Source: an optimization exercise on an open RTL-to-GDS flow (aim: small area, a short achievable clock period and few clock cycles). Production flows keep margins and buffers that such runs may drop.
The RTL was checked by simulation tests, not by an equivalence proof against the original design.
Power figures rest on the tool's default switching activity, not on a simulated workload.

## flow/design.v

```verilog
module top_v1b (
    input clk,
    input rst,
    input wr,
    input [2:0] address,
    input [7:0] wdata,
    output [7:0] rdata,
    output busy
);
reg [7:0] ah, al, bh, bl;
always @(posedge clk) if (wr) begin
    case (address)
    3'd0: ah <= wdata;
    3'd1: al <= wdata;
    3'd2: bh <= wdata;
    3'd3: bl <= wdata;
    default: ;
    endcase
end
wire sa = ah[7];
wire sb = bh[7];
wire xs = sa ^ sb;
wire [14:0] ma = sa ? -{ah[6:0], al} : {ah[6:0], al};
wire [14:0] mb = sb ? -{bh[6:0], bl} : {bh[6:0], bl};
wire ma_zero = (ma == 15'd0);
wire mb_zero = (mb == 15'd0);
function [3:0] blen(input [14:0] v);
    integer j;
    begin
        blen = 4'd0;
        for (j = 0; j < 15; j = j + 1) if (v[j]) blen = j + 1;
    end
endfunction
wire [3:0] la = blen(ma);
wire [3:0] lb = blen(mb);
wire [4:0] ediff = {1'b0, la} - {1'b0, lb};      
wire       eneg = ediff[4];                      
reg        Status;
reg        o_mul, o_div, o_frc, o_sqr;           
reg [4:0]  cnt;
reg        fix;      
reg        fr;       
reg [31:0] X;
reg [16:0] Ax;
reg [15:0] Bx;
assign busy = Status;
reg [7:0] xb;
always @* case (address[1:0])
    2'd0: xb = X[31:24];
    2'd1: xb = X[23:16];
    2'd2: xb = X[15:8];
    default: xb = X[7:0];
endcase
assign rdata = address[2] ? {7'b0, Status & (address[1:0] == 2'd0)} : xb;
wire start = wr && (address == 3'd4);
wire [1:0] nop = wdata[1:0];
wire [3:0] pa = 4'd8 - {1'b0, la[3:1]} - {3'b0, la[0]};    
wire [3:0] sh = (nop == 2'd3) ? {pa[2:0], 1'b0} :
                (nop == 2'd0) ? 4'd0 - {lb[3:0]} :          
                (eneg ? 4'd0 : ediff[3:0]);
wire [15:0] bsrc = (nop == 2'd3) ? {1'b0, ma} : {1'b0, mb};
wire [15:0] bnorm = bsrc << sh;
wire [4:0] ediv = (eneg | mb_zero) ? 5'd0 : ediff + 5'd1;
wire [4:0] n0 = (nop == 2'd0) ? {1'b0, lb} :
                (nop == 2'd1) ? ediv :
                (nop == 2'd2) ? (mb_zero ? 5'd0 : ediv + 5'd16) :
                (ma_zero ? 5'd0 : {1'b0, 4'd8 - pa} + 5'd8);
reg [18:0] opa, opb;
always @* begin
    opa = 19'd0; opb = 19'd0;
    if (o_mul) begin opa = {3'b0, X[14:0], 1'b0}; opb = Bx[15] ? {2'b0, Ax} : 19'd0; end
    if (o_sqr) begin opa = {Ax, Bx[15:14]};       opb = {1'b0, X[23:8], 2'b01}; end
    if (o_div | o_frc) begin
        opa = fr ? {1'b0, Ax, 1'b0} : {2'b0, Ax};
        opb = {3'b0, Bx};
    end
end
wire [19:0] sum = o_mul ? {1'b0, opa} + {1'b0, opb} : {1'b0, opa} - {1'b0, opb};
wire ge = ~sum[19];
wire [15:0] xhi = X[30:15];
wire [15:0] xhi_inc = sum[16] ? xhi + 16'd1 : xhi;
wire [14:0] q = X[14:0];
wire [15:0] qfix = mb_zero ? (ma_zero ? 16'h4000 : 16'h7FFF) : {1'b0, q};
wire [14:0] qneg = -qfix[14:0];
wire [15:0] rneg = -Ax[15:0];
always @(posedge clk) begin
    if (start) begin
        cnt <= n0;
        fr <= (nop == 2'd2) && (ediv == 5'd0);
        Ax <= (nop == 2'd3) ? 17'd0 : {2'b0, ma};
        Bx <= bnorm;
    end else begin
        cnt <= cnt - 5'd1;
        if (cnt == 5'd17) fr <= 1'b1;
        if (o_sqr | o_div | o_frc) Ax <= ge ? sum[16:0] : opa[16:0];
        if (o_mul) Bx <= {Bx[14:0], 1'b0};
        else if (o_sqr) Bx <= {Bx[13:0], 2'b00};
        else if (!(fr || (o_frc && cnt == 5'd17))) Bx <= {1'b0, Bx[15:1]};
    end
end
always @(posedge clk) begin
    if (start) begin
        o_mul <= (nop == 2'd0);
        o_div <= (nop == 2'd1);
        o_frc <= (nop == 2'd2);
        o_sqr <= (nop == 2'd3);
    end
end
always @(posedge clk) begin
    if (rst) begin
        Status <= 1'b0;
        fix <= 1'b0;
    end else if (start) begin
        fix <= (nop == 2'd1);
        Status <= (n0 != 5'd0) || (nop == 2'd1);
        if (nop == 2'd2 && mb_zero)
            X <= ma_zero ? 32'h40000000 : (ma == 15'h4000) ? 32'h7FFF8000 : 32'h7FFFFFFF;
        else
            X <= 32'd0;
    end else if (Status) begin
        if (cnt != 5'd0) begin
            if (cnt == 5'd1 && !fix) Status <= 1'b0;
            if (o_mul) X <= {xhi_inc, sum[15:0]};
            else if (o_sqr) X <= {8'b0, X[22:8], ge, 8'b0};
            else X <= {X[30:0], ge};
        end else begin
            X[31:16] <= xs ? {1'b1, qneg} : qfix;
            X[15:0]  <= xs ? rneg : Ax[15:0];
            fix <= 1'b0;
            Status <= 1'b0;
        end
    end
end
endmodule
```

## flow/run.sh

```bash
#!/bin/bash
# synth_recipe.tcl (not shown) runs the flow's synth.tcl, then flattens the netlist and writes it again
# the make line also repeats each setting of config.mk as NAME=value (left out here)
make -C /OpenROAD-flow-scripts/flow DESIGN_CONFIG=/design/flow/config.mk WORK_HOME=/design/flow/orfs CLKGATE_MAP_FILE= SYNTH_SCRIPT=/design/flow/synth_recipe.tcl finish
```

## flow/config.mk

```make
export PLATFORM = sky130hd
export DESIGN_NAME = top_v1b
export DESIGN_NICKNAME = top_v1b
export VERILOG_FILES = /design/flow/design.v
export SDC_FILE = /design/flow/constraint.sdc
export NUM_CORES = 4
export LEC_CHECK = 0
export CAP_MARGIN = 20
export CORE_MARGIN = 2
export CORE_UTILIZATION = 40
export PLACE_DENSITY = 0.6
export SETUP_SLACK_MARGIN = 3.0
export SLEW_MARGIN = 20
```

## flow/constraint.sdc

```tcl
create_clock -name core_clock -period 8.0 [get_ports {clk}]
set_input_delay 1.6000 -clock core_clock [delete_from_list [all_inputs] [get_ports {clk}]]
set_output_delay 1.6000 -clock core_clock [all_outputs]
set_load 0.01 [all_outputs]
```

==> qor.tcl, run 1 <==
set qor(hold_viol) 0
set qor(detailed_place_hpwl_um) 27600
set qor(area_growth_syn_to_layout_pct) 23.4
set qor(power.sequential.fraction_pct) 31.0
set qor(global_route.overflow_total) 0
set qor(post_synth_instance_area_um2) 11100
set qor(top_area_cell_type_share_of_the_netlist_area_pct) 27.6
set qor(finalCoreUtilization_pct) 50.5
set qor(final_common_cell) {sky130_fd_sc_hd__buf_4}
set qor(total_negative_slack_for_setup_checks_ns) 0
set qor(peak_fanout_along_the_critical_path) 6
set qor(final_cell_mix) {sky130_fd_sc_hd__buf_4 (124), sky130_fd_sc_hd__edfxtp_1 (102), sky130_fd_sc_hd__nand2_1 (97)}
set qor(cts_tree) {done}
set qor(vias_per_instance) 6.43
set qor(postCtsHoldBufs) 0
set qor(clock_sink_total) 109
set qor(ant_nets) 0
set qor(switching_power_mw) 1.34
set qor(clock_insertion_delay_worst_skew_ns) 0.38
set qor(die-height_um) 170
set qor(clockRootBuffer) {sky130_fd_sc_hd__clkbuf_16}
set qor(port_buffers) 22
set qor(synth.avg_cell_area_um2) 8.35
set qor(h-tree-depth) 3
set qor(switching_share_of_total_power_pct) 43.6
set qor(outcome) {timing/DRC/antenna clean}
set qor(cts_buffers) 9
set qor(p_clk_share_pct) 16.3
set qor(critPathKind) {flip-flop to flip-flop}
set qor(routed_wire_length_per_instance_um) 22.7
set qor(rsz0062_at_grt) {yes}
set qor(drc) 0
set qor(power_frac_comb_pct) 52.7
set qor(yosys-top-cells-area) {sky130_fd_sc_hd__edfxtp_1 (28%), sky130_fd_sc_hd__mux2i_1 (6.1%), sky130_fd_sc_hd__xnor2_1 (4.7%), sky130_fd_sc_hd__ha_1 (4.5%), sky130_fd_sc_hd__a21oi_1 (4.2%)}
set qor(total_of_flip_flops_plus_latches_after_synthesis) 109
set qor(number_of_global_route_vias_before_repair) 10400
set qor(routabilityCongestion) 0.929
set qor(gr-usage-all-layers_pct) 26.6
set qor(yosysSeqAreaShare_pct) 28.9
set qor(dpl_worst_slack_ns) 1.93
set qor(layout_setup_ws_ns) 2.99
set qor(period_minus_slack_ns) 5.01
set qor(synthesis.yosys.warnings) 1
set qor(static-leakage-power_nw) 5.20
set qor(yosys_most_used_dff) {sky130_fd_sc_hd__edfxtp_1}
set qor(antenna_found_initial) 0
set qor(holdWs_ns) 0.486
set qor(fraction_of_layout_instances_using_a_drive_strength_above_1_pct) 20.9
set qor(ctsLongestPathBuffers) 2
set qor(antenna_cells_inserted) 0
set qor(setup.worst_path.start_class) {flip-flop}
set qor(synth_async_sr_flop_share_pct) 0
set qor(synthDominantAreaCellType) {sky130_fd_sc_hd__edfxtp_1}
set qor(first_iter_violations) 1465
set qor(final-max-slew-violation-count) 0
set qor(post_layout_nets) 1456
set qor(worst_ep_arrival_time_ns) 5.14
set qor(cts.clk_slew.worst_paths_ns) 0.09
set qor(worst_ep_required_time_ns) 8.12
set qor(die_x_um) 170
set qor(max_slew_margin_pct) 22.0
set qor(drt_pre_antenna_iters) 7
set qor(drv.max_cap_violation_count) 0
set qor(worstHoldPathType) {flip-flop to flip-flop}
set qor(grt_max_degree) 72
set qor(max_freq_mhz) 199
set qor(synth_cells) 1327
set qor(least_margin_pin_slew_ns) 1.17
set qor(p_int_mw) 1.73
set qor(end_kind) {flip-flop}
set qor(setup_violations) 0
set qor(synth_edf_count) 102
set qor(initial_utilization_pct) 40.9
set qor(finalWirelength_um) 40400
set qor(crit_path_top_delay_cell) {sky130_fd_sc_hd__edfxtp_1}
set qor(synth_fp_nets) 1383
set qor(cell_row_count) 60
set qor(finClkSkew_ns) 0.00947
set qor(synth_cell_types) 78
set qor(die_area_um2) 29000
set qor(final_cycle_share_pct) 62.7
set qor(timing.critical_path.cells) {or2_4, buf_12, a21boi_1, o2111ai_4, nor3_4, a31oi_1, xnor2_1, ha_1, buf_4, and3_1, a21oi_1, o311ai_4, a311oi_2, o21ai_0, a21o_1, a21oi_4, xnor2_4, clkbuf_16, mux2i_1, o22ai_1}
set qor(cell_pwr_density_nw_per_um2) 224
set qor(wire_length_of_the_first_global_routing_pass_um) 60200
set qor(core_area_um2) 27100
set qor(route.vias.total) 11400
set qor(io_pins) 23
set qor(crit_path_max_incr_delay_ns) 0.45
set qor(vdd.ir_drop.worst_mv) 0.115
[what timing repair did]
item                                    in CTS  in global routing
pin swaps                                   23                 61
setup buffers                               47                 64
endpoints found under the setup margin      63                 48
gates cloned                                 3                  4
resized for setup                           62                102
[area by class of cell]
cell class,count,area [um2]
Clock inverter,7,104
Inverter,45,169
Timing Repair Buffer,163,1380
Sequential cell,109,3200
Clock buffer,9,225
Tap cell,372,465
Fill cell,2562,13400
Multi-Input combinational cell,1072,8130
[metrics by stage]
| stage | instance area [um2] | std cells | power (mW) |
|---|---|---|---|
| global route | 13700 | 1777 | 3.23 |
| detailed placement | 11700 | 1643 | 2.33 |
| finish | 13700 | 1777 | 3.07 |
| CTS | 12700 | 1709 | 2.89 |
| floorplan | 11200 | 1327 | 1.97 |
| global placement | 11700 | 1643 | 2.31 |
[Yosys cell counts (all sizes together), types with 26 or more instances]
master  count
nor2       98
mux2i      67
nand2      98
nor3       34
xnor2      60
inv        45
a31oi      26
edfxtp    102
a21oi      93
o211ai     32
o21ai      90
ha         40
nand3      44
xor2       43
clkbuf     88
[kinds of logic (layout without fill, tap and decap cells)]
group	after synthesis	count (layout)	synth area share [%]
AOI/OAI and AO/OA	440	440	27.2
and+or+nand+nor	407	411	18.1
buffers and inverters	150	224	5.15
DFF	109	109	28.9
xor gates and xnor gates	103	103	8.14
muxes	76	76	7.68
adders and majority gates	42	42	4.88
[per-layer routing]
layer | wire [um] | global-route usage [%] | part of all wire, % | vias up
li1 | - | - | - | 5224
met1 | 16500 | 35.1 | 41 | 5492
met2 | 19200 | 44.7 | 48 | 600
met3 | 3250 | 3.84 | 8.1 | 109
met4 | 1490 | 8.81 | 3.7 | 0
met5 | 0 | 0 | 0 | -
[worst max-delay path: cells and delay by family (launching register included)]
family	cells	cell delay [ns]
XOR/XNOR	2	0.37
AND/OR/NAND/NOR	3	0.67
flip-flops	1	0.45
multiplexers	1	0.21
buffers and inverters	3	0.55
AO/OA/AOI/OAI	10	2.18
adder cells (fa/ha/maj)	1	0.32
[worst paths after layout]
check / to / slack [ns] / from / depth (start not counted)
setup reg to reg: Ax[12] / 2.99 / o_frc / 20
hold reg to reg: fix / 0.49 / fix / 2
setup / recovery: Ax[12] / 2.99 / o_frc / 20
hold / removal: fix / 0.49 / fix / 2
[flip-flops by register name, indices dropped and copies added, names as in the netlist]
register  flops
X            32
Ax           17
Bx           16
ah            8
al            8
bh            8
bl            8
cnt           5
Status        1
fix           1
fr            1
o_div         1
o_frc         1
o_mul         1
o_sqr         1
[power by group through the flow]
stage	combinational, mW	sequential [mW]	clock (mW)
global route	1.75	0.962	0.520
detailed placement	1.38	0.951	0
CTS	1.45	0.941	0.501
floorplan	1.12	0.849	0
global placement	1.36	0.953	0
finish	1.62	0.952	0.499
Testbench counts, summed over its fixed seeds: cycles 157,093.
==> run 2: changes to the inputs <==
--- a/flow/config.mk
+++ b/flow/config.mk
@@ -7,2 +7,3 @@
 export LEC_CHECK = 0
+export ABC_AREA = 1
 export CAP_MARGIN = 20
@@ -11,3 +12,3 @@
 export PLACE_DENSITY = 0.6
-export SETUP_SLACK_MARGIN = 3.0
+export SETUP_SLACK_MARGIN = 3.4
 export SLEW_MARGIN = 20
==> run 2 against run 1 <==
Compared with the run above: final area grew 0.38%; critical path depth shrank 12; sequential power shrank 7.8%; combinational power grew 6%; worst hold slack gained 0.024 ns; global-route usage grew 1.9 points; area after synthesis grew 1.9%; sequential share of layout area shrank 0.088 points; largest cell class unchanged.
==> qor.tcl, run 2 <==
set qor(max_slew_margin_pct) 25.3 ;# was 22.0%
set qor(die_x_um) 172 ;# was 170 um
set qor(yosys.area_share.xor_xnor_pct) 4.42 ;# was 8.14%
set qor(critPathKind) {input port to flip-flop} ;# was flip-flop to flip-flop
set qor(synth_cells) 1705 ;# was 1327
set qor(total_of_flip_flops_plus_latches_after_synthesis) 109 ;# unchanged
set qor(crit_path_top_delay_cell) {sky130_fd_sc_hd__clkinv_1} ;# was sky130_fd_sc_hd__edfxtp_1
set qor(yosysSeqAreaShare_pct) 28.4 ;# was 28.9%
set qor(static-leakage-power_nw) 6.15 ;# was 5.20 nW
set qor(die-height_um) 172 ;# was 170 um
set qor(seq_area_um2) 3200 ;# unchanged
set qor(crit_path_max_incr_delay_ns) 0.62 ;# was 0.45 ns
set qor(clockRootBuffer) {sky130_fd_sc_hd__clkbuf_16} ;# unchanged
set qor(synth_adder_area_share_pct) 4.79 ;# was 4.88%
set qor(die_area_um2) 29600 ;# was 29000 um2
set qor(cts.clk_slew.worst_paths_ns) 0.09 ;# about the same
set qor(multi_input_area_um2) 7730 ;# was 8130 um2
set qor(synth.avg_cell_area_um2) 6.62 ;# was 8.35 um2
set qor(global_route.overflow_total) 0 ;# unchanged
set qor(yosys-top-cells-area) {sky130_fd_sc_hd__edfxtp_1 (27%), sky130_fd_sc_hd__nand2_1 (14%), sky130_fd_sc_hd__nand3_1 (8.5%), sky130_fd_sc_hd__inv_1 (7.3%), sky130_fd_sc_hd__o21ai_0 (5.9%)} ;# was sky130_fd_sc_hd__edfxtp_1 (28%), sky130_fd_sc_hd__mux2i_1 (6.1%), sky130_fd_sc_hd__xnor2_1 (4.7%), sky130_fd_sc_hd__ha_1 (4.5%), sky130_fd_sc_hd__a21oi_1 (4.2%)
set qor(synthDominantAreaCellType) {sky130_fd_sc_hd__edfxtp_1} ;# unchanged
set qor(final_cycle_share_pct) 56.6 ;# was 62.7%
set qor(cts_tree) {done} ;# unchanged
set qor(top_delay_family_on_crit_path) {buffers and inverters} ;# was compound AO/OA/AOI/OAI gates
set qor(drt_pre_antenna_iters) 8 ;# was 7
set qor(final_cell_mix) {sky130_fd_sc_hd__nand2_1 (406), sky130_fd_sc_hd__inv_1 (207), sky130_fd_sc_hd__nand3_1 (151)} ;# was sky130_fd_sc_hd__buf_4 (124), sky130_fd_sc_hd__edfxtp_1 (102), sky130_fd_sc_hd__nand2_1 (97)
set qor(area_growth_syn_to_layout_pct) 21.6 ;# was 23.4%
set qor(h-tree-depth) 3 ;# unchanged
set qor(route.vias.total) 12500 ;# was 11400
set qor(post_synth_instance_area_um2) 11300 ;# was 11100 um2
set qor(rr_startpoint) {o_sqr} ;# was o_frc
set qor(vias_per_instance) 5.79 ;# was 6.43
set qor(antenna_cells_inserted) 0 ;# unchanged
set qor(grtUsageMet2_pct) 46.4 ;# was 44.7%
set qor(fraction_of_layout_instances_using_a_drive_strength_above_1_pct) 18.4 ;# was 20.9%
set qor(worst_ep_required_time_ns) 8.17 ;# was 8.12 ns
set qor(synth_compound_area_share_pct) 18.9 ;# was 27.2%
set qor(detailed_place_hpwl_um) 30700 ;# was 27600 um
set qor(initial_utilization_pct) 40.6 ;# was 40.9%
set qor(setup.worst_path.end) {Ax[8]} ;# was Ax[12]
set qor(synth.top_cells.by_count) {sky130_fd_sc_hd__nand2_1 (421), sky130_fd_sc_hd__inv_1 (220), sky130_fd_sc_hd__nand3_1 (192)} ;# was sky130_fd_sc_hd__edfxtp_1 (102), sky130_fd_sc_hd__nand2_1 (98), sky130_fd_sc_hd__nor2_1 (97)
set qor(core_area_um2) 27800 ;# was 27100 um2
set qor(worstHoldPathCells) 2 ;# unchanged
set qor(drc) 0 ;# unchanged
set qor(clock_insertion_delay_worst_skew_ns) 0.38 ;# about the same
set qor(largest_register) {X} ;# unchanged
set qor(setup_violations) 0 ;# unchanged
set qor(main_combinational_cell_family_by_area_after_synthesis) {simple AND/OR/NAND/NOR gates} ;# was compound AO/OA/AOI/OAI gates
set qor(drv.max_cap_violation_count) 0 ;# unchanged
set qor(vdd.ir_drop.worst_mv) 0.105 ;# was 0.115 mV
set qor(synth_async_sr_flop_share_pct) 0 ;# unchanged
set qor(top_area_cell_type_share_of_the_netlist_area_pct) 27.1 ;# was 27.6%
set qor(peak_fanout_along_the_critical_path) 25 ;# was 6
set qor(global_route.usage.met1_pct) 35.1 ;# about the same
set qor(cts_buffers) 9 ;# unchanged
set qor(routed_wire_length_per_instance_um) 20.1 ;# was 22.7 um
set qor(cell_pwr_density_nw_per_um2) 222 ;# was 224 nW/um2
set qor(groute.layer.met3.usage_pct) 5.49 ;# was 3.84%
set qor(largest_register_ffs) 32 ;# unchanged
set qor(synth_cell_types) 59 ;# was 78
set qor(end_kind) {flip-flop} ;# unchanged
set qor(io_pins) 23 ;# unchanged
set qor(antenna_found_initial) 0 ;# unchanged
set qor(worst_ep_arrival_time_ns) 4.70 ;# was 5.14 ns
set qor(synth_edf_count) 102 ;# unchanged
set qor(routabilityCongestion) 0.970 ;# was 0.929
set qor(final_common_cell) {sky130_fd_sc_hd__nand2_1} ;# was sky130_fd_sc_hd__buf_4
set qor(finalWirelength_um) 43400 ;# was 40400 um
set qor(outcome) {timing/DRC/antenna clean} ;# unchanged
set qor(synth_fp_nets) 1761 ;# was 1383
set qor(grt_most_used_layer) {met2} ;# unchanged
set qor(first_iter_violations) 1505 ;# was 1465
set qor(crit_start) {address[0]} ;# was o_frc
set qor(grt_max_degree) 36 ;# was 72
set qor(r2r_slack_ns) 3.50 ;# was 2.99 ns
set qor(max_freq_mhz) 221 ;# was 199 MHz
set qor(synthesis.yosys.warnings) 1 ;# unchanged
set qor(wire_length_of_the_first_global_routing_pass_um) 64500 ;# was 60200 um
set qor(worstPathBufferInverterCount) 4 ;# was 3
set qor(post_layout_nets) 1832 ;# was 1456
set qor(final-max-slew-violation-count) 0 ;# unchanged
set qor(fill_cells) 2871 ;# was 2562
set qor(ctsLongestPathBuffers) 2 ;# unchanged
set qor(number_of_global_route_vias_before_repair) 11400 ;# was 10400
set qor(layout_top_registers) {X (32), Ax (17), Bx (16)} ;# unchanged
set qor(yosys_most_used_dff) {sky130_fd_sc_hd__edfxtp_1} ;# unchanged
set qor(gr-usage-all-layers_pct) 28.5 ;# was 26.6%
set qor(total_negative_slack_for_setup_checks_ns) 0 ;# unchanged
set qor(setup.worst_path.start_class) {input port} ;# was flip-flop
set qor(hold_viol) 0 ;# unchanged
set qor(finalCoreUtilization_pct) 49.4 ;# was 50.5%
set qor(cell_row_count) 61 ;# was 60
set qor(critical-path-top-cell-by-count) {sky130_fd_sc_hd__buf_4}
set qor(fin_area_um2) 13700 ;# about the same
set qor(timing.critical_path.cells) {clkdlybuf4s15_2, nor2_4, buf_4, nand3_2, clkinv_1, buf_4, nand2_1, o22ai_1} ;# was or2_4, buf_12, a21boi_1, o2111ai_4, nor3_4, a31oi_1, xnor2_1, ha_1, buf_4, and3_1, a21oi_1, o311ai_4, a311oi_2, o21ai_0, a21o_1, a21oi_4, xnor2_4, clkbuf_16, mux2i_1, o22ai_1
set qor(synth_simple_gate_area_share_pct) 32.3 ;# was 18.1%
set qor(post-synth-top-count-cell) {sky130_fd_sc_hd__nand2_1} ;# was sky130_fd_sc_hd__edfxtp_1
set qor(end_of_the_worst_register_to_register_path) {X[25]} ;# was Ax[12]
set qor(ant_nets) 0 ;# unchanged
set qor(least_margin_pin_slew_ns) 1.12 ;# was 1.17 ns
set qor(finClkSkew_ns) 0.0166 ;# was 0.00947 ns
set qor(holdWs_ns) 0.510 ;# was 0.486 ns
set qor(rsz0062_at_grt) {yes} ;# unchanged
set qor(post_synth_mux_area_share_pct) 0.177 ;# was 7.68%
set qor(crit_cells) 8 ;# was 20
set qor(port_buffers) 22 ;# unchanged
set qor(worstHoldPathType) {flip-flop to flip-flop} ;# unchanged
set qor(reg2regPathDepth) 26 ;# was 20
set qor(dpl_cell_area_um2) 11800 ;# was 11700 um2
set qor(period_minus_slack_ns) 4.53 ;# was 5.01 ns
set qor(clock_sink_total) 109 ;# unchanged
-- run 2: cell count changes after synthesis, sizes merged, moves of 19 or more --
| cell | before | now |
|---|---|---|
| xnor2 | 60 | 14 |
| clkbuf | 88 | 38 |
| nor2 | 98 | 141 |
| mux2i | 67 | 2 |
| and3 | 25 | 0 |
| nand2 | 98 | 431 |
| nand3 | 44 | 199 |
| o21ai | 90 | 161 |
| o22ai | 21 | 41 |
| inv | 45 | 241 |
| a31oi | 26 | 7 |
-- run 2: tightest hold or removal path: stages, from the launching register on --
cell,delay [ns]
sky130_fd_sc_hd__dfxtp_1,0.32
sky130_fd_sc_hd__o211ai_1,0.09
sky130_fd_sc_hd__a21oi_1,0.06
-- run 2: worst min-delay path by stage --
stage / from / end / slack, ns
6_report: fix / fix / 0.51
5_1_grt: fix / fix / 0.55
4_1_cts: fix / fix / 0.52
3_5_place_dp: fix / fix / 0.50
3_3_place_gp: fix / fix / 0.49
2_1_floorplan: fix / fix / 0.47
-- run 2: cells by family after synthesis --
family / after synthesis
simple gates: 837
mux: 2
fa+ha+maj: 42
xor+xnor: 54
compound gates: 351
flops: 109
buf+inv: 310
-- run 2: final cells by class --
cell class                      instances  area share (%)
Timing Repair Buffer                  114            7.39
Multi-Input combinational cell       1292            56.3
Timing Repair inverter                  4           0.246
Sequential cell                       109            23.3
Inverter                              246            7.17
Clock buffer                           10            1.67
Tap cell                              378            3.45
Clock inverter                          6           0.392
-- run 2: report_power, final --
part | switching, mW | internal, mW
combinational | 1.08 | 0.627
clock | 0.246 | 0.219
sequential | 0.110 | 0.768
-- run 2: repair_timing --
action / in CTS / in global routing
cloned: 6 / 5
endpoints found under the setup margin: 102 / 64
hold buffers: 0 / 0
resized for setup: 67 / 165
setup buffers: 28 / 51
pin swaps: 10 / 67
-- run 2: stage by stage --
step / power [mW] / instances / worst slack (ns)
after global routing: 3.25 / 2159 / 3.29
after CTS: 2.79 / 2102 / 3.39
final: 3.05 / 2159 / 3.47
after detailed placement: 2.27 / 2052 / 2.02
after floorplan: 1.87 / 1705 / 3.57
after global placement: 2.25 / 2052 / 2.23
-- run 2: layer usage --
| metal | up-vias | part of all wire, % |
|---|---|---|
| met5 | - | 0 |
| met4 | 0 | 6.0 |
| met3 | 159 | 8.1 |
| met2 | 624 | 46 |
| met1 | 5795 | 39 |
| li1 | 5933 | - |
==> run 3: changes to the inputs <==
==> flow/flow/run.sh (new file) <==
#!/bin/bash
# The standard layout, with two changes to how it is made:
#  - ports are buffered with buf_4 instead of the delay buffer buffer_ports picks;
#  - timing repair may resize cells across footprints.
# The make output (every ORFS step, plus ORFS's own per-step logs under orfs/logs)
# goes to flow_make.log in this folder.
set -euo pipefail
bash standard.sh MATCH_CELL_FOOTPRINT=0 "BUFFER_PORTS_ARGS=-buffer_cell sky130_fd_sc_hd__buf_4" finish > flow_make.log 2>&1
==> flow/standard.sh (new file) <==
#!/bin/bash
# synth_recipe.tcl (not shown) runs the flow's synth.tcl, then flattens the netlist and writes it again
# the make line also repeats each setting of config.mk as NAME=value (left out here)
make -C /OpenROAD-flow-scripts/flow DESIGN_CONFIG=/design/flow/config.mk WORK_HOME=/design/flow/orfs CLKGATE_MAP_FILE= SYNTH_SCRIPT=/design/flow/synth_recipe.tcl "${@:-finish}"
--- a/flow/config.mk
+++ b/flow/config.mk
@@ -7,3 +7,2 @@
 export LEC_CHECK = 0
-export ABC_AREA = 1
 export CAP_MARGIN = 20
@@ -12,3 +11,3 @@
 export PLACE_DENSITY = 0.6
-export SETUP_SLACK_MARGIN = 3.4
+export SETUP_SLACK_MARGIN = 3.3
 export SLEW_MARGIN = 20
removed: flow/run.sh
==> run 3 against run 2 <==
Compared with the run above: die area shrank 1.8%; maximum frequency decreased by 8.9%; clock skew down 0.0067 ns; total power grew 7.7%; worst setup slack worse by 0.44 ns; routed wire length is 3.0% lower; final area rose by 4.9%; clock power is 6.7% higher; critical path type is now flip-flop to flip-flop; critical endpoint is now Ax[12].
==> qor.tcl, run 3 <==
set qor(outcome) {timing/DRC/antenna clean} ;# unchanged
set qor(dr_wl_met3_um) 3480 ;# was 3520 um
set qor(area_growth_syn_to_layout_pct) 29.9 ;# was 21.6%
set qor(max_freq_mhz) 201 ;# was 221 MHz
set qor(static-leakage-power_nw) 5.45 ;# was 6.15 nW
set qor(largest_register_ffs) 32 ;# unchanged
set qor(core_area_um2) 27100 ;# was 27800 um2
set qor(initial_utilization_pct) 40.9 ;# was 40.6%
set qor(total_negative_slack_for_setup_checks_ns) 0 ;# unchanged
set qor(crit_path_top_delay_cell) {sky130_fd_sc_hd__edfxtp_1} ;# was sky130_fd_sc_hd__clkinv_1
set qor(largest_register) {X} ;# unchanged
set qor(yosys.area_share.xor_xnor_pct) 8.14 ;# was 4.42%
set qor(final_cycle_share_pct) 62.2 ;# was 56.6%
set qor(clock_insertion_delay_worst_skew_ns) 0.37 ;# was 0.38 ns
set qor(fill_cells) 2428 ;# was 2871
set qor(post-synth-top-count-cell) {sky130_fd_sc_hd__edfxtp_1} ;# was sky130_fd_sc_hd__nand2_1
set qor(io_pins) 23 ;# unchanged
set qor(cell_pwr_density_nw_per_um2) 228 ;# was 222 nW/um2
set qor(synthDominantAreaCellType) {sky130_fd_sc_hd__edfxtp_1} ;# unchanged
set qor(setup_violations) 0 ;# unchanged
set qor(global_route.overflow_total) 0 ;# unchanged
set qor(wire_length_of_the_first_global_routing_pass_um) 62600 ;# was 64500 um
set qor(drc) 0 ;# unchanged
set qor(top_routing_layer_in_use) {met4} ;# unchanged
set qor(synth_async_sr_flop_share_pct) 0 ;# unchanged
set qor(post_layout_nets) 1471 ;# was 1832
set qor(synth_adder_area_share_pct) 4.88 ;# was 4.79%
set qor(detailed_place_hpwl_um) 27100 ;# was 30700 um
set qor(final_common_cell) {sky130_fd_sc_hd__buf_4} ;# was sky130_fd_sc_hd__nand2_1
set qor(fin_area_um2) 14400 ;# was 13700 um2
set qor(seq_area_um2) 3200 ;# unchanged
set qor(routed_wire_length_per_instance_um) 23.5 ;# was 20.1 um
set qor(vdd.ir_drop.worst_mv) 0.131 ;# was 0.105 mV
set qor(synth.avg_cell_area_um2) 8.35 ;# was 6.62 um2
set qor(yosysSeqAreaShare_pct) 28.9 ;# was 28.4%
set qor(die_x_um) 170 ;# was 172 um
set qor(worst_ep_required_time_ns) 8.08 ;# was 8.17 ns
set qor(antenna_cells_inserted) 0 ;# unchanged
set qor(synthesis.yosys.warnings) 1 ;# unchanged
set qor(synth_cells) 1327 ;# was 1705
set qor(final_cell_mix) {sky130_fd_sc_hd__buf_4 (150), sky130_fd_sc_hd__edfxtp_1 (102), sky130_fd_sc_hd__nand2_1 (95)} ;# was sky130_fd_sc_hd__nand2_1 (406), sky130_fd_sc_hd__inv_1 (207), sky130_fd_sc_hd__nand3_1 (151)
set qor(dpl_worst_slack_ns) 2.01 ;# was 2.02 ns
set qor(cts_tree) {done} ;# unchanged
set qor(die-height_um) 170 ;# was 172 um
set qor(cts_buffers) 9 ;# unchanged
set qor(period_minus_slack_ns) 4.98 ;# was 4.53 ns
set qor(grt_max_degree) 73 ;# was 36
set qor(synth_simple_gate_area_share_pct) 18.1 ;# was 32.3%
set qor(number_of_global_route_vias_before_repair) 10700 ;# was 11400
set qor(h-tree-depth) 3 ;# unchanged
set qor(antenna_found_initial) 0 ;# unchanged
set qor(post_synth_instance_area_um2) 11100 ;# was 11300 um2
set qor(vias_per_instance) 6.53 ;# was 5.79
set qor(main_combinational_cell_family_by_area_after_synthesis) {compound AO/OA/AOI/OAI gates} ;# was simple AND/OR/NAND/NOR gates
set qor(rsz0062_at_grt) {yes} ;# unchanged
set qor(crit_path_max_incr_delay_ns) 0.44 ;# was 0.62 ns
set qor(top_area_cell_type_share_of_the_netlist_area_pct) 27.6 ;# was 27.1%
set qor(synth_compound_area_share_pct) 27.2 ;# was 18.9%
set qor(synth_edf_count) 102 ;# unchanged
set qor(synth_cell_types) 78 ;# was 59
set qor(cell_row_count) 60 ;# was 61
set qor(drv.max_cap_violation_count) 0 ;# unchanged
set qor(timing.critical_path.cells) {nor2b_4, buf_6, and3_4, buf_6, a22oi_2, ha_4, inv_2, nor3_4, buf_6, and3_4, buf_4, a21oi_1, xor2_1, ha_1, and4_1, a311oi_2, o21ai_1, a21o_1, a21oi_2, xnor2_2, buf_12, buf_12, mux2i_4, o22ai_2} ;# was clkdlybuf4s15_2, nor2_4, buf_4, nand3_2, clkinv_1, buf_4, nand2_1, o22ai_1
set qor(least_margin_pin_slew_ns) 0.950 ;# was 1.12 ns
set qor(hold_viol) 0 ;# unchanged
set qor(finalWirelength_um) 42000 ;# was 43400 um
set qor(finClkSkew_ns) 0.00984 ;# was 0.0166 ns
set qor(setup.worst_path.start_class) {flip-flop} ;# was input port
set qor(multi_input_area_um2) 8670 ;# was 7730 um2
set qor(worstPathBufferInverterCount) 7 ;# was 4
set qor(layout_top_registers) {X (32), Ax (17), Bx (16)} ;# unchanged
set qor(ant_nets) 0 ;# unchanged
set qor(yosys-top-cells-area) {sky130_fd_sc_hd__edfxtp_1 (28%), sky130_fd_sc_hd__mux2i_1 (6.1%), sky130_fd_sc_hd__xnor2_1 (4.7%), sky130_fd_sc_hd__ha_1 (4.5%), sky130_fd_sc_hd__a21oi_1 (4.2%)} ;# was sky130_fd_sc_hd__edfxtp_1 (27%), sky130_fd_sc_hd__nand2_1 (14%), sky130_fd_sc_hd__nand3_1 (8.5%), sky130_fd_sc_hd__inv_1 (7.3%), sky130_fd_sc_hd__o21ai_0 (5.9%)
set qor(cts.clk_slew.worst_paths_ns) 0.09 ;# about the same
set qor(critPathKind) {flip-flop to flip-flop} ;# was input port to flip-flop
set qor(layout_setup_ws_ns) 3.02 ;# was 3.47 ns
set qor(worstHoldPathType) {flip-flop to flip-flop} ;# unchanged
set qor(end_kind) {flip-flop} ;# unchanged
set qor(route.vias.total) 11700 ;# was 12500
set qor(post_synth_mux_area_share_pct) 7.68 ;# was 0.177%
set qor(worst_ep_arrival_time_ns) 5.06 ;# was 4.70 ns
set qor(routabilityCongestion) 0.933 ;# was 0.970
set qor(ctsLongestPathBuffers) 2 ;# unchanged
set qor(wl_met2_um) 20200 ;# was 20100 um
set qor(final-max-slew-violation-count) 0 ;# unchanged
set qor(met1_length_um) 16800 ;# was 17100 um
set qor(peak_fanout_along_the_critical_path) 4 ;# was 25
set qor(gr-usage-all-layers_pct) 27.7 ;# was 28.5%
set qor(dpl_cell_area_um2) 11700 ;# was 11800 um2
set qor(first_iter_violations) 1415 ;# was 1505
set qor(yosys_most_used_dff) {sky130_fd_sc_hd__edfxtp_1} ;# unchanged
set qor(top_delay_family_on_crit_path) {compound AO/OA/AOI/OAI gates} ;# was buffers and inverters
set qor(drt_pre_antenna_iters) 6 ;# was 8
set qor(max_slew_margin_pct) 36.4 ;# was 25.3%
set qor(port_buffers) 22 ;# unchanged
set qor(critical-path-top-cell-by-count) {sky130_fd_sc_hd__buf_6} ;# was sky130_fd_sc_hd__buf_4
set qor(clockRootBuffer) {sky130_fd_sc_hd__clkbuf_16} ;# unchanged
set qor(synth_fp_nets) 1383 ;# was 1761
set qor(die_area_um2) 29000 ;# was 29600 um2
set qor(clock_sink_total) 109 ;# unchanged
set qor(fraction_of_layout_instances_using_a_drive_strength_above_1_pct) 28.2 ;# was 18.4%
set qor(total_of_flip_flops_plus_latches_after_synthesis) 109 ;# unchanged
set qor(synth.top_cells.by_count) {sky130_fd_sc_hd__edfxtp_1 (102), sky130_fd_sc_hd__nand2_1 (98), sky130_fd_sc_hd__nor2_1 (97)} ;# was sky130_fd_sc_hd__nand2_1 (421), sky130_fd_sc_hd__inv_1 (220), sky130_fd_sc_hd__nand3_1 (192)
run 3: metal layers:
| layer | up-vias | track usage, % |
|---|---|---|
| li1 | 5244 | - |
| met1 | 5707 | 36.1 |
| met2 | 621 | 46.1 |
| met3 | 131 | 4.81 |
| met4 | 0 | 10.2 |
| met5 | - | 0 |
run 3: logic make-up (layout without fill, tap and decap cells):
kind of cell	after synthesis	after routing
compound gates	440	440
xor+xnor	103	103
fa+ha+maj	42	42
buf+inv	150	240
flops	109	109
mux	76	76
simple gates	407	410
run 3: path summary, 6_finish.rpt:
kind | depth (start not counted) | from | end | slack (ns)
max | 24 | o_mul | Ax[12] | 3.02
min | 2 | fix | fix | 0.47
max reg2reg | 24 | o_mul | Ax[12] | 3.02
min reg2reg | 2 | fix | fix | 0.47
run 3: area by class of cell:
class                   instances  area share [%]
multi-input cells            1071            60.3
clock buffers                   9            1.56
flip-flops and latches        109            22.3
clock inverters                 7           0.669
inverters                      45            1.17
repair buffers                179            10.8
well taps                     372            3.23
run 3: worst register-to-register path: stages, from the launching register on:
cell and delay (ns):
sky130_fd_sc_hd__edfxtp_1 0.44, sky130_fd_sc_hd__nor2b_4 0.15, sky130_fd_sc_hd__buf_6 0.13, sky130_fd_sc_hd__and3_4 0.22, sky130_fd_sc_hd__buf_6 0.14, sky130_fd_sc_hd__a22oi_2 0.21
sky130_fd_sc_hd__ha_4 0.20, sky130_fd_sc_hd__inv_2 0.04, sky130_fd_sc_hd__nor3_4 0.22, sky130_fd_sc_hd__buf_6 0.13, sky130_fd_sc_hd__and3_4 0.19, sky130_fd_sc_hd__buf_4 0.12
sky130_fd_sc_hd__a21oi_1 0.07, sky130_fd_sc_hd__xor2_1 0.15, sky130_fd_sc_hd__ha_1 0.37, sky130_fd_sc_hd__and4_1 0.24, sky130_fd_sc_hd__a311oi_2 0.33, sky130_fd_sc_hd__o21ai_1 0.13
sky130_fd_sc_hd__a21o_1 0.17, sky130_fd_sc_hd__a21oi_2 0.17, sky130_fd_sc_hd__xnor2_2 0.16, sky130_fd_sc_hd__buf_12 0.15, sky130_fd_sc_hd__buf_12 0.13, sky130_fd_sc_hd__mux2i_4 0.30
sky130_fd_sc_hd__o22ai_2 0.12
run 3: through the flow:
stage	utilization (%)	cells	hold WS (ns)	total power, mW
CTS	49.2	1741	0.474	3.08
global route	53.1	1792	0.515	3.45
floorplan	-	1327	0.442	1.99
global placement	43.0	1635	0.457	2.36
finish	53.1	1792	0.472	3.28
detailed placement	43.0	1636	0.462	2.36
run 3: where the power goes:
| group | switching (mW) | internal [mW] |
|---|---|---|
| clock | 0.266 | 0.229 |
| combinational | 1.01 | 0.832 |
| sequential | 0.172 | 0.776 |
| total | 1.45 | 1.84 |
run 3: timing repair:
item / in CTS / in global routing
buffers inserted: 84 / 50
gates cloned: 5 / 1
hold endpoints to repair: 0 / 0
resized for setup: 124 / 135
setup endpoints to repair: 60 / 51
hold buffers: 0 / 0
pin swaps: 60 / 78
==> run 4: changes to the inputs <==
--- a/flow/design.v
+++ b/flow/design.v
@@ -86,3 +86,3 @@
 always @(posedge clk) begin
-    if (start) begin
+    if (!Status) begin
         cnt <= n0;
@@ -91,2 +91,6 @@
         Bx <= bnorm;
+        o_mul <= (nop == 2'd0);
+        o_div <= (nop == 2'd1);
+        o_frc <= (nop == 2'd2);
+        o_sqr <= (nop == 2'd3);
     end else begin
@@ -100,10 +104,18 @@
 end
-always @(posedge clk) begin
-    if (start) begin
-        o_mul <= (nop == 2'd0);
-        o_div <= (nop == 2'd1);
-        o_frc <= (nop == 2'd2);
-        o_sqr <= (nop == 2'd3);
+reg [31:0] xinit, xstep;
+always @* begin
+    if (nop == 2'd2 && mb_zero)
+        xinit = ma_zero ? 32'h40000000 : (ma == 15'h4000) ? 32'h7FFF8000 : 32'h7FFFFFFF;
+    else
+        xinit = 32'd0;
+    if (cnt != 5'd0) begin
+        if (o_mul) xstep = {xhi_inc, sum[15:0]};
+        else if (o_sqr) xstep = {8'b0, X[22:8], ge, 8'b0};
+        else xstep = {X[30:0], ge};
+    end else begin
+        xstep[31:16] = xs ? {1'b1, qneg} : qfix;
+        xstep[15:0]  = xs ? rneg : Ax[15:0];
     end
 end
+always @(posedge clk) if (start | Status) X <= Status ? xstep : xinit;
 always @(posedge clk) begin
@@ -115,6 +127,2 @@
         Status <= (n0 != 5'd0) || (nop == 2'd1);
-        if (nop == 2'd2 && mb_zero)
-            X <= ma_zero ? 32'h40000000 : (ma == 15'h4000) ? 32'h7FFF8000 : 32'h7FFFFFFF;
-        else
-            X <= 32'd0;
     end else if (Status) begin
@@ -122,8 +130,3 @@
             if (cnt == 5'd1 && !fix) Status <= 1'b0;
-            if (o_mul) X <= {xhi_inc, sum[15:0]};
-            else if (o_sqr) X <= {8'b0, X[22:8], ge, 8'b0};
-            else X <= {X[30:0], ge};
         end else begin
-            X[31:16] <= xs ? {1'b1, qneg} : qfix;
-            X[15:0]  <= xs ? rneg : Ax[15:0];
             fix <= 1'b0;
==> flow/run.sh (new file) <==
#!/bin/bash
# synth_recipe.tcl (not shown) runs the flow's synth.tcl, then flattens the netlist and writes it again
# the make line also repeats each setting of config.mk as NAME=value (left out here)
make -C /OpenROAD-flow-scripts/flow DESIGN_CONFIG=/design/flow/config.mk WORK_HOME=/design/flow/orfs CLKGATE_MAP_FILE= SYNTH_SCRIPT=/design/flow/synth_recipe.tcl finish
--- a/flow/config.mk
+++ b/flow/config.mk
@@ -7,2 +7,3 @@
 export LEC_CHECK = 0
+export ABC_AREA = 1
 export CAP_MARGIN = 20
@@ -11,3 +12,3 @@
 export PLACE_DENSITY = 0.6
-export SETUP_SLACK_MARGIN = 3.3
+export SETUP_SLACK_MARGIN = 3.6
 export SLEW_MARGIN = 20
removed: flow/flow/run.sh
removed: flow/standard.sh
==> run 4 against run 3 <==
Compared with the run above: still clean on timing, DRC and antenna; register-to-register slack improved by 0.50 ns; worst setup slack gained 0.50 ns; synthesized cell count is 28% higher; critical path type unchanged; highest routed layer unchanged.
==> qor.tcl, run 4 <==
set qor(hold_viol) 0 ;# unchanged
set qor(global_route.overflow_total) 0 ;# unchanged
set qor(least_margin_pin_slew_ns) 1.08 ;# was 0.950 ns
set qor(end_of_the_worst_register_to_register_path) {Ax[5]} ;# was Ax[12]
set qor(post_layout_nets) 1862 ;# was 1471
set qor(worst_ep_arrival_time_ns) 4.61 ;# was 5.06 ns
set qor(clockRootBuffer) {sky130_fd_sc_hd__clkbuf_16} ;# unchanged
set qor(fill_cells) 2734 ;# was 2428
set qor(synthDominantAreaCellType) {sky130_fd_sc_hd__edfxtp_1} ;# unchanged
set qor(synth_fp_nets) 1750 ;# was 1383
set qor(grt_max_degree) 46 ;# was 73
set qor(initial_utilization_pct) 40.6 ;# was 40.9%
set qor(synth.top_cells.by_count) {sky130_fd_sc_hd__nand2_1 (410), sky130_fd_sc_hd__inv_1 (210), sky130_fd_sc_hd__nand3_1 (174)} ;# was sky130_fd_sc_hd__edfxtp_1 (102), sky130_fd_sc_hd__nand2_1 (98), sky130_fd_sc_hd__nor2_1 (97)
set qor(gr-usage-all-layers_pct) 29.0 ;# was 27.7%
set qor(total_negative_slack_for_setup_checks_ns) 0 ;# unchanged
set qor(h-tree-depth) 3 ;# unchanged
set qor(max_slew_margin_pct) 27.4 ;# was 36.4%
set qor(die_area_um2) 29600 ;# was 29000 um2
set qor(number_of_global_route_vias_before_repair) 11600 ;# was 10700
set qor(synthesis.yosys.warnings) 1 ;# unchanged
set qor(holdCritStartpoint) {fix} ;# unchanged
set qor(largest_register) {X} ;# unchanged
set qor(post_synth_instance_area_um2) 11300 ;# was 11100 um2
set qor(area_growth_syn_to_layout_pct) 27.6 ;# was 29.9%
set qor(cts.clk_slew.worst_paths_ns) 0.10 ;# was 0.09 ns
set qor(cell_pwr_density_nw_per_um2) 202 ;# was 228 nW/um2
set qor(io_pins) 23 ;# unchanged
set qor(static-leakage-power_nw) 6.45 ;# was 5.45 nW
set qor(total_of_flip_flops_plus_latches_after_synthesis) 109 ;# unchanged
set qor(post-synth-top-count-cell) {sky130_fd_sc_hd__nand2_1} ;# was sky130_fd_sc_hd__edfxtp_1
set qor(outcome) {timing/DRC/antenna clean} ;# unchanged
set qor(ctsLongestPathBuffers) 2 ;# unchanged
set qor(ant_nets) 0 ;# unchanged
set qor(drc) 0 ;# unchanged
set qor(rsz0062_at_grt) {yes} ;# unchanged
set qor(setup_violations) 0 ;# unchanged
set qor(finalWirelength_um) 45200 ;# was 42000 um
set qor(holdWs_ns) 0.508 ;# was 0.472 ns
set qor(worst_ep_required_time_ns) 8.13 ;# was 8.08 ns
set qor(port_buffers) 22 ;# unchanged
set qor(end_kind) {flip-flop} ;# unchanged
set qor(finClkSkew_ns) 0.0168 ;# was 0.00984 ns
set qor(synth.avg_cell_area_um2) 6.66 ;# was 8.35 um2
set qor(final_cycle_share_pct) 56.0 ;# was 62.2%
set qor(overall_power_after_layout_mw) 2.91 ;# was 3.28 mW
set qor(drv.max_cap_violation_count) 0 ;# unchanged
set qor(synth_async_sr_flop_share_pct) 0 ;# unchanged
set qor(peak_fanout_along_the_critical_path) 8 ;# was 4
set qor(die_x_um) 172 ;# was 170 um
set qor(clock_sink_total) 109 ;# unchanged
set qor(largest_register_ffs) 32 ;# unchanged
set qor(cell_row_count) 61 ;# was 60
set qor(antenna_found_initial) 1 ;# was 0
set qor(cts_buffers) 9 ;# unchanged
set qor(drt_pre_antenna_iters) 8 ;# was 6
set qor(fraction_of_layout_instances_using_a_drive_strength_above_1_pct) 24.5 ;# was 28.2%
set qor(die-height_um) 172 ;# was 170 um
set qor(routabilityCongestion) 0.967 ;# was 0.933
set qor(vdd.ir_drop.worst_mv) 0.119 ;# was 0.131 mV
set qor(route.vias.total) 12900 ;# was 11700
set qor(final_common_cell) {sky130_fd_sc_hd__nand2_1} ;# was sky130_fd_sc_hd__buf_4
set qor(top_area_cell_type_share_of_the_netlist_area_pct) 27.1 ;# was 27.6%
set qor(hold_end) {fix} ;# unchanged
set qor(vias_per_instance) 5.89 ;# was 6.53
set qor(first_iter_violations) 1604 ;# was 1415
set qor(rr_startpoint) {o_div} ;# was o_mul
set qor(yosys_most_used_dff) {sky130_fd_sc_hd__edfxtp_1} ;# unchanged
set qor(wire_length_of_the_first_global_routing_pass_um) 65800 ;# was 62600 um
set qor(synth_cell_types) 62 ;# was 78
set qor(final-max-slew-violation-count) 0 ;# unchanged
set qor(layout_top_registers) {X (32), Ax (17), Bx (16)} ;# unchanged
set qor(routed_wire_length_per_instance_um) 20.6 ;# was 23.5 um
set qor(synth_edf_count) 102 ;# unchanged
set qor(yosys-top-cells-area) {sky130_fd_sc_hd__edfxtp_1 (27%), sky130_fd_sc_hd__nand2_1 (14%), sky130_fd_sc_hd__nand3_1 (7.7%), sky130_fd_sc_hd__inv_1 (7.0%), sky130_fd_sc_hd__o21ai_0 (6.9%)} ;# was sky130_fd_sc_hd__edfxtp_1 (28%), sky130_fd_sc_hd__mux2i_1 (6.1%), sky130_fd_sc_hd__xnor2_1 (4.7%), sky130_fd_sc_hd__ha_1 (4.5%), sky130_fd_sc_hd__a21oi_1 (4.2%)
set qor(period_minus_slack_ns) 4.48 ;# was 4.98 ns
set qor(synth_cells) 1694 ;# was 1327
set qor(worstHoldPathCells) 2 ;# unchanged
set qor(detailed_place_hpwl_um) 30700 ;# was 27100 um
set qor(setup.worst_path.start_class) {flip-flop} ;# unchanged
set qor(max_freq_mhz) 223 ;# was 201 MHz
set qor(r2r_slack_ns) 3.52 ;# was 3.02 ns
set qor(final_cell_mix) {sky130_fd_sc_hd__nand2_1 (378), sky130_fd_sc_hd__inv_1 (193), sky130_fd_sc_hd__nand3_1 (134)} ;# was sky130_fd_sc_hd__buf_4 (150), sky130_fd_sc_hd__edfxtp_1 (102), sky130_fd_sc_hd__nand2_1 (95)
set qor(dpl_worst_slack_ns) 2.54 ;# was 2.01 ns
set qor(critPathKind) {flip-flop to flip-flop} ;# unchanged
set qor(worstHoldPathType) {flip-flop to flip-flop} ;# unchanged
set qor(clock_insertion_delay_worst_skew_ns) 0.39 ;# was 0.37 ns
set qor(cts_tree) {done} ;# unchanged
set qor(core_area_um2) 27800 ;# was 27100 um2
set qor(layout_setup_ws_ns) 3.52 ;# was 3.02 ns
set qor(reg2regPathDepth) 25 ;# was 24
set qor(yosysSeqAreaShare_pct) 28.4 ;# was 28.9%
==> run 4: cell types whose count changed after synthesis, sizes merged, moves of 18 or more <==
cell	change
nand2	+330
inv	+179
nand3	+138
o21ai	+86
mux2i	-65
nor2	+56
clkbuf	-50
xnor2	-39
and3	-24
a31oi	-23
nand4	+18
nor2b	-18
==> run 4: worst max-delay path, cell delays in order, from the launching register on <==
cell                        delay (ns)
sky130_fd_sc_hd__edfxtp_1         0.42
sky130_fd_sc_hd__buf_6            0.15
sky130_fd_sc_hd__nor2_8           0.19
sky130_fd_sc_hd__clkinv_8         0.10
sky130_fd_sc_hd__a22oi_2          0.23
sky130_fd_sc_hd__ha_2             0.23
sky130_fd_sc_hd__nand3b_1         0.13
sky130_fd_sc_hd__nor2_2           0.16
sky130_fd_sc_hd__nand3_2          0.11
sky130_fd_sc_hd__nor2_2           0.12
sky130_fd_sc_hd__nand3_2          0.11
sky130_fd_sc_hd__buf_6            0.16
sky130_fd_sc_hd__buf_6            0.10
sky130_fd_sc_hd__nor2_4           0.10
sky130_fd_sc_hd__a31oi_2          0.09
sky130_fd_sc_hd__xnor2_1          0.16
sky130_fd_sc_hd__ha_1             0.37
sky130_fd_sc_hd__a21oi_2          0.18
sky130_fd_sc_hd__o21ai_2          0.08
sky130_fd_sc_hd__a21oi_2          0.17
sky130_fd_sc_hd__nand3_2          0.17
sky130_fd_sc_hd__nand2_8          0.12
sky130_fd_sc_hd__buf_12           0.15
sky130_fd_sc_hd__clkinv_16        0.08
sky130_fd_sc_hd__o211ai_4         0.21
sky130_fd_sc_hd__o21ai_1          0.10
==> run 4: worst max path at each step <==
stage / startpoint / end
2_1_floorplan: o_div / X[23]
3_3_place_gp: o_mul / X[23]
3_5_place_dp: o_mul / X[23]
4_1_cts: address[0] / rdata[7]
5_1_grt: o_div / X[26]
6_report: o_div / Ax[5]
==> run 4: through the flow <==
step / instance area, um2 / utilization [%] / std cells
after floorplan: 11300 / - / 1694
after global placement: 11800 / 42.3 / 2042
after detailed placement: 11800 / 42.3 / 2042
after CTS: 12700 / 45.9 / 2105
after global routing: 14400 / 51.8 / 2190
final: 14400 / 51.8 / 2190
==> run 4: area by class of cell <==
class / count / area [um2] / area share, %
multi-input combinational: 1297 / 8030 / 55.8
sequential: 109 / 3200 / 22.3
inverter: 227 / 926 / 6.43
clock buffer: 9 / 225 / 1.56
timing repair buffer: 156 / 1380 / 9.57
antenna: 1 / 2.50 / 0.0174
tap: 378 / 473 / 3.28
clock inverter: 7 / 93.8 / 0.652
timing repair inverter: 6 / 65.1 / 0.452
==> run 4: timing repair <==
action                     CTS  global route
pin swaps                   17            80
cloned                       6             6
setup endpoints to repair   68            68
hold buffers                 0             0
resized for setup          103           253
buffers inserted            41            78
==> run 4: power breakdown <==
| part | switching [mW] | total, mW | leakage, nW | internal (mW) |
|---|---|---|---|---|
| logic | 1.01 | 1.64 | 5.21 | 0.624 |
| registers | 0.0750 | 0.764 | 1.08 | 0.689 |
| clock network | 0.277 | 0.506 | 0.156 | 0.230 |
| total | 1.36 | 2.91 | 6.45 | 1.54 |
==> run 4: per-layer routing <==
metal | share of wire (%) | track usage [%] | vias up | routed length [um]
met5 | 0 | 0 | - | 0
met4 | 6.2 | 14.7 | 0 | 2780
met3 | 8.5 | 5.93 | 207 | 3850
met2 | 46 | 47.9 | 726 | 20900
met1 | 39 | 35.8 | 5985 | 17600
li1 | - | - | 5992 | -
==> run 4: cells by family after synthesis <==
group	count (synthesis)	synth area share (%)
compound gates	368	19.6
xor+xnor	50	3.88
fa+ha+maj	42	4.79
buf+inv	292	10.5
flops	109	28.4
mux	2	0.177
simple gates	831	32.6
Testbench counts of run 4, summed over its fixed seeds: cycles 157,093.
==> run 5: changes to the inputs <==
--- a/flow/config.mk
+++ b/flow/config.mk
@@ -12,3 +12,3 @@
 export PLACE_DENSITY = 0.6
-export SETUP_SLACK_MARGIN = 3.6
+export SETUP_SLACK_MARGIN = 3.4
 export SLEW_MARGIN = 20
==> run 5 against run 4 <==
Compared with the run above: still clean; register-to-register slack better by 0.03 ns; routed wire length down 5.6%; sequential power is essentially flat; highest routed layer unchanged.
==> qor.tcl, run 5 <==
set qor(total_negative_slack_for_setup_checks_ns) 0 ;# unchanged
set qor(io_pins) 23 ;# unchanged
set qor(finalWirelength_um) 42600 ;# was 45200 um
set qor(dp.cells) 2042 ;# unchanged
set qor(end_kind) {primary output} ;# was flip-flop
set qor(synthesis.yosys.warnings) 1 ;# unchanged
set qor(switching_power_mw) 1.19 ;# was 1.36 mW
set qor(top_area_cell_type_share_of_the_netlist_area_pct) 27.1 ;# unchanged
set qor(top_delay_family_on_crit_path) {buffers and inverters} ;# was simple AND/OR/NAND/NOR gates
set qor(max_slew_margin_pct) 22.6 ;# was 27.4%
set qor(synth_edf_count) 102 ;# unchanged
set qor(antenna_found_initial) 0 ;# was 1
set qor(synth.top_cells.by_count) {sky130_fd_sc_hd__nand2_1 (410), sky130_fd_sc_hd__inv_1 (210), sky130_fd_sc_hd__nand3_1 (174)} ;# unchanged
set qor(final_common_cell) {sky130_fd_sc_hd__nand2_1} ;# unchanged
set qor(final_cell_mix) {sky130_fd_sc_hd__nand2_1 (398), sky130_fd_sc_hd__inv_1 (200), sky130_fd_sc_hd__nand3_1 (162)} ;# was sky130_fd_sc_hd__nand2_1 (378), sky130_fd_sc_hd__inv_1 (193), sky130_fd_sc_hd__nand3_1 (134)
set qor(routabilityCongestion) 0.967 ;# unchanged
set qor(drv.max_cap_violation_count) 0 ;# unchanged
set qor(least_margin_pin_slew_ns) 1.16 ;# was 1.08 ns
set qor(post_synth_instance_area_um2) 11300 ;# unchanged
set qor(holdWs_ns) 0.516 ;# was 0.508 ns
set qor(switching_share_of_total_power_pct) 46.4 ;# was 46.9%
set qor(synth.avg_cell_area_um2) 6.66 ;# unchanged
set qor(critPathKind) {input port to primary output} ;# was flip-flop to flip-flop
set qor(total_of_flip_flops_plus_latches_after_synthesis) 109 ;# unchanged
set qor(yosysSeqAreaShare_pct) 28.4 ;# unchanged
set qor(stdcell_count) 2132 ;# was 2190
set qor(max_freq_mhz) 220 ;# was 223 MHz
set qor(gr-usage-all-layers_pct) 28.6 ;# was 29.0%
set qor(h-tree-depth) 3 ;# unchanged
set qor(overall_power_after_layout_mw) 2.57 ;# was 2.91 mW
set qor(clock_insertion_delay_worst_skew_ns) 0.39 ;# about the same
set qor(post_synth_mux_area_share_pct) 0.177 ;# unchanged
set qor(dpl_worst_slack_ns) 2.54 ;# unchanged
set qor(setup.worst_path.start_class) {input port} ;# was flip-flop
set qor(ctsLongestPathBuffers) 2 ;# unchanged
set qor(worstHoldPathType) {flip-flop to flip-flop} ;# unchanged
set qor(peak_fanout_along_the_critical_path) 4 ;# was 8
set qor(global_route.overflow_total) 0 ;# unchanged
set qor(setup_violations) 0 ;# unchanged
set qor(worst_ep_required_time_ns) 6.40 ;# was 8.13 ns
set qor(cts.clk_slew.worst_paths_ns) 0.08 ;# was 0.10 ns
set qor(fin_area_um2) 13200 ;# was 14400 um2
set qor(clock_sink_total) 109 ;# unchanged
set qor(worst_ep_arrival_time_ns) 2.95 ;# was 4.61 ns
set qor(p_clk_share_pct) 19.6 ;# was 17.4%
set qor(worstPathBufferInverterCount) 4 ;# was 6
set qor(crit_path_max_incr_delay_ns) 0.53 ;# was 0.42 ns
set qor(dpl_cell_area_um2) 11800 ;# unchanged
set qor(finalCoreUtilization_pct) 47.4 ;# was 51.8%
set qor(yosys_most_used_dff) {sky130_fd_sc_hd__edfxtp_1} ;# unchanged
set qor(synth_fp_nets) 1750 ;# unchanged
set qor(cts_tree) {done} ;# unchanged
set qor(detailed_place_hpwl_um) 30700 ;# unchanged
set qor(largest_register) {X} ;# unchanged
set qor(synth_cells) 1694 ;# unchanged
set qor(first_iter_violations) 1484 ;# was 1604
set qor(drc) 0 ;# unchanged
set qor(antenna_cells_inserted) 0 ;# was 1
set qor(rsz0062_at_grt) {yes} ;# unchanged
set qor(p_int_mw) 1.37 ;# was 1.54 mW
set qor(ant_nets) 0 ;# unchanged
set qor(die_x_um) 172 ;# unchanged
set qor(vdd.ir_drop.worst_mv) 0.119 ;# about the same
set qor(synthDominantAreaCellType) {sky130_fd_sc_hd__edfxtp_1} ;# unchanged
set qor(power.sequential.fraction_pct) 29.8 ;# was 26.3%
set qor(grt_max_degree) 46 ;# unchanged
set qor(crit_path_top_delay_cell) {sky130_fd_sc_hd__clkdlybuf4s50_1} ;# was sky130_fd_sc_hd__edfxtp_1
set qor(period_minus_slack_ns) 4.55 ;# was 4.48 ns
set qor(initial_utilization_pct) 40.6 ;# unchanged
set qor(timing.critical_path.cells) {clkdlybuf4s50_1, inv_2, buf_4, o32ai_2, dlygate4sd2_1}
set qor(yosys.area_share.xor_xnor_pct) 3.88 ;# unchanged
set qor(outcome) {timing/DRC/antenna clean} ;# unchanged
set qor(routed_wire_length_per_instance_um) 20.0 ;# was 20.6 um
set qor(die-height_um) 172 ;# unchanged
set qor(power_frac_comb_pct) 50.6 ;# was 56.3%
set qor(layout_setup_ws_ns) 3.45 ;# was 3.52 ns
set qor(wire_length_of_the_first_global_routing_pass_um) 64900 ;# was 65800 um
set qor(core_area_um2) 27800 ;# unchanged
set qor(area_growth_syn_to_layout_pct) 16.7 ;# was 27.6%
set qor(cts_buffers) 9 ;# unchanged
set qor(synth_compound_area_share_pct) 19.6 ;# unchanged
set qor(final-max-slew-violation-count) 0 ;# unchanged
set qor(synth_cell_types) 62 ;# unchanged
set qor(number_of_global_route_vias_before_repair) 11500 ;# was 11600
set qor(final_cycle_share_pct) 56.9 ;# was 56.0%
set qor(largest_register_ffs) 32 ;# unchanged
set qor(post_layout_nets) 1805 ;# was 1862
set qor(synth_async_sr_flop_share_pct) 0 ;# unchanged
set qor(synth_simple_gate_area_share_pct) 32.6 ;# unchanged
set qor(static-leakage-power_nw) 5.96 ;# was 6.45 nW
set qor(main_combinational_cell_family_by_area_after_synthesis) {simple AND/OR/NAND/NOR gates} ;# unchanged
set qor(finClkSkew_ns) 0.0199 ;# was 0.0168 ns
set qor(hold_viol) 0 ;# unchanged
set qor(layout_top_registers) {X (32), Ax (17), Bx (16)} ;# unchanged
set qor(cell_pwr_density_nw_per_um2) 195 ;# was 202 nW/um2
set qor(drt_pre_antenna_iters) 6 ;# was 8
set qor(post-synth-top-count-cell) {sky130_fd_sc_hd__nand2_1} ;# unchanged
set qor(vias_per_instance) 5.83 ;# was 5.89
set qor(clockRootBuffer) {sky130_fd_sc_hd__clkbuf_16} ;# unchanged
set qor(route.vias.total) 12400 ;# was 12900
set qor(synth_adder_area_share_pct) 4.79 ;# unchanged
set qor(die_area_um2) 29600 ;# unchanged
set qor(cell_row_count) 61 ;# unchanged
set qor(fraction_of_layout_instances_using_a_drive_strength_above_1_pct) 16.0 ;# was 24.5%
set qor(port_buffers) 22 ;# unchanged
set qor(yosys-top-cells-area) {sky130_fd_sc_hd__edfxtp_1 (27%), sky130_fd_sc_hd__nand2_1 (14%), sky130_fd_sc_hd__nand3_1 (7.7%), sky130_fd_sc_hd__inv_1 (7.0%), sky130_fd_sc_hd__o21ai_0 (6.9%)} ;# unchanged
-- run 5: cell types whose count changed in the layout (fill, tap and decap cells not counted), sizes merged, moves of 2 or more --
cell / before / now
buf: 135 / 80
dlygate4sd2: 1 / 7
clkinv: 12 / 7
clkdlybuf4s15: 3 / 0
dlymetal6s2s: 3 / 1
inv: 226 / 228
-- run 5: final cells by class --
class                      count  area (um2)
tap                          378         473
timing repair buffer         102         845
sequential                   109        3200
clock inverter                 7        93.8
clock buffer                   9         225
multi-input combinational   1297        7400
inverter                     227         907
fill                        2896       14600
timing repair inverter         3        25.0
-- run 5: power by group through the flow --
stage / logic (mW) / clock network [mW] / registers, mW
finish: 1.30 / 0.503 / 0.764
floorplan: 0.841 / 0 / 0.733
global route: 1.41 / 0.525 / 0.766
detailed placement: 1.09 / 0 / 0.775
global placement: 1.08 / 0 / 0.775
CTS: 1.15 / 0.511 / 0.759
-- run 5: worst register-to-register path, delay by kind of cell, from the launching register on --
family,cells,cell delay (ns)
adder cells (fa/ha/maj),2,0.53
AND/OR/NAND/NOR,16,1.96
buffers and inverters,5,0.58
AO/OA/AOI/OAI,4,0.54
XOR/XNOR,1,0.16
flip-flops,1,0.42
-- run 5: routing by layer --
metal	vias up	wire (um)	track usage, %
met1	5726	16900	35.8
met3	162	3580	5.33
li1	5879	-	-
met4	0	2490	14.7
met5	-	0	0
met2	663	19600	47.0
-- run 5: timing repair --
| item | 4_1_cts | 5_1_grt |
|---|---|---|
| hold buffers | 0 | 0 |
| cloned | 5 | 3 |
| setup buffers | 29 | 37 |
| pin swaps | 7 | 31 |
| setup endpoints to repair | 67 | 61 |
| gates resized for setup | 63 | 113 |
-- run 5: worst paths after layout --
| path | from | endpoint | slack, ns | cells past startpoint |
|---|---|---|---|---|
| setup / recovery | address[2] | rdata[0] | 3.45 | 5 |
| hold / removal | fix | fix | 0.52 | 2 |
| setup reg to reg | o_div | X[31] | 3.55 | 28 |
| hold reg to reg | fix | fix | 0.52 | 2 |
-- run 5: cell families after synthesis --
kind of cell,after synthesis
AO/OA/AOI/OAI,368
XOR/XNOR,50
adder cells (fa/ha/maj),42
buffers and inverters,292
flip-flops,109
multiplexers,2
AND/OR/NAND/NOR,831

-- separate check: timing with driven ports --
How much do the figures lean on ideal ports? The routed layouts below were timed once more, with nothing changed but the port constraints. Step 1 assumes that a clkbuf_16 drives the clock port and a buf_2 every other input. Step 2, shift: input delay + t, output delay - t, t = (earliest + latest rising clock arrival at the registers) / 2. This alone moves slack from input paths to output paths. a / b / c = ideal / step 1 / step 2; a / b = the first two.
run	t (ns)	setup WS [ns]	latest minus earliest clock arrival (ns)	worst data-port slew with drivers (ns)
run 1	0.426	2.985 / 2.985 / 2.985	0.010 / 0.009	0.03
run 2	0.417	3.470 / 3.470 / 3.074	0.017 / 0.016	0.04
run 3	0.418	3.025 / 3.025 / 3.025	0.010 / 0.010	0.03
run 4	0.433	3.522 / 3.522 / 3.357	0.016 / 0.017	0.05
run 5	0.436	3.452 / 3.418 / 3.404	0.020 / 0.020	0.05
After both steps every run listed still meets setup and hold. For run 2, which loses most, drivers alone change the setup slack by 0.000 ns; drivers and shift together by -0.396 ns.
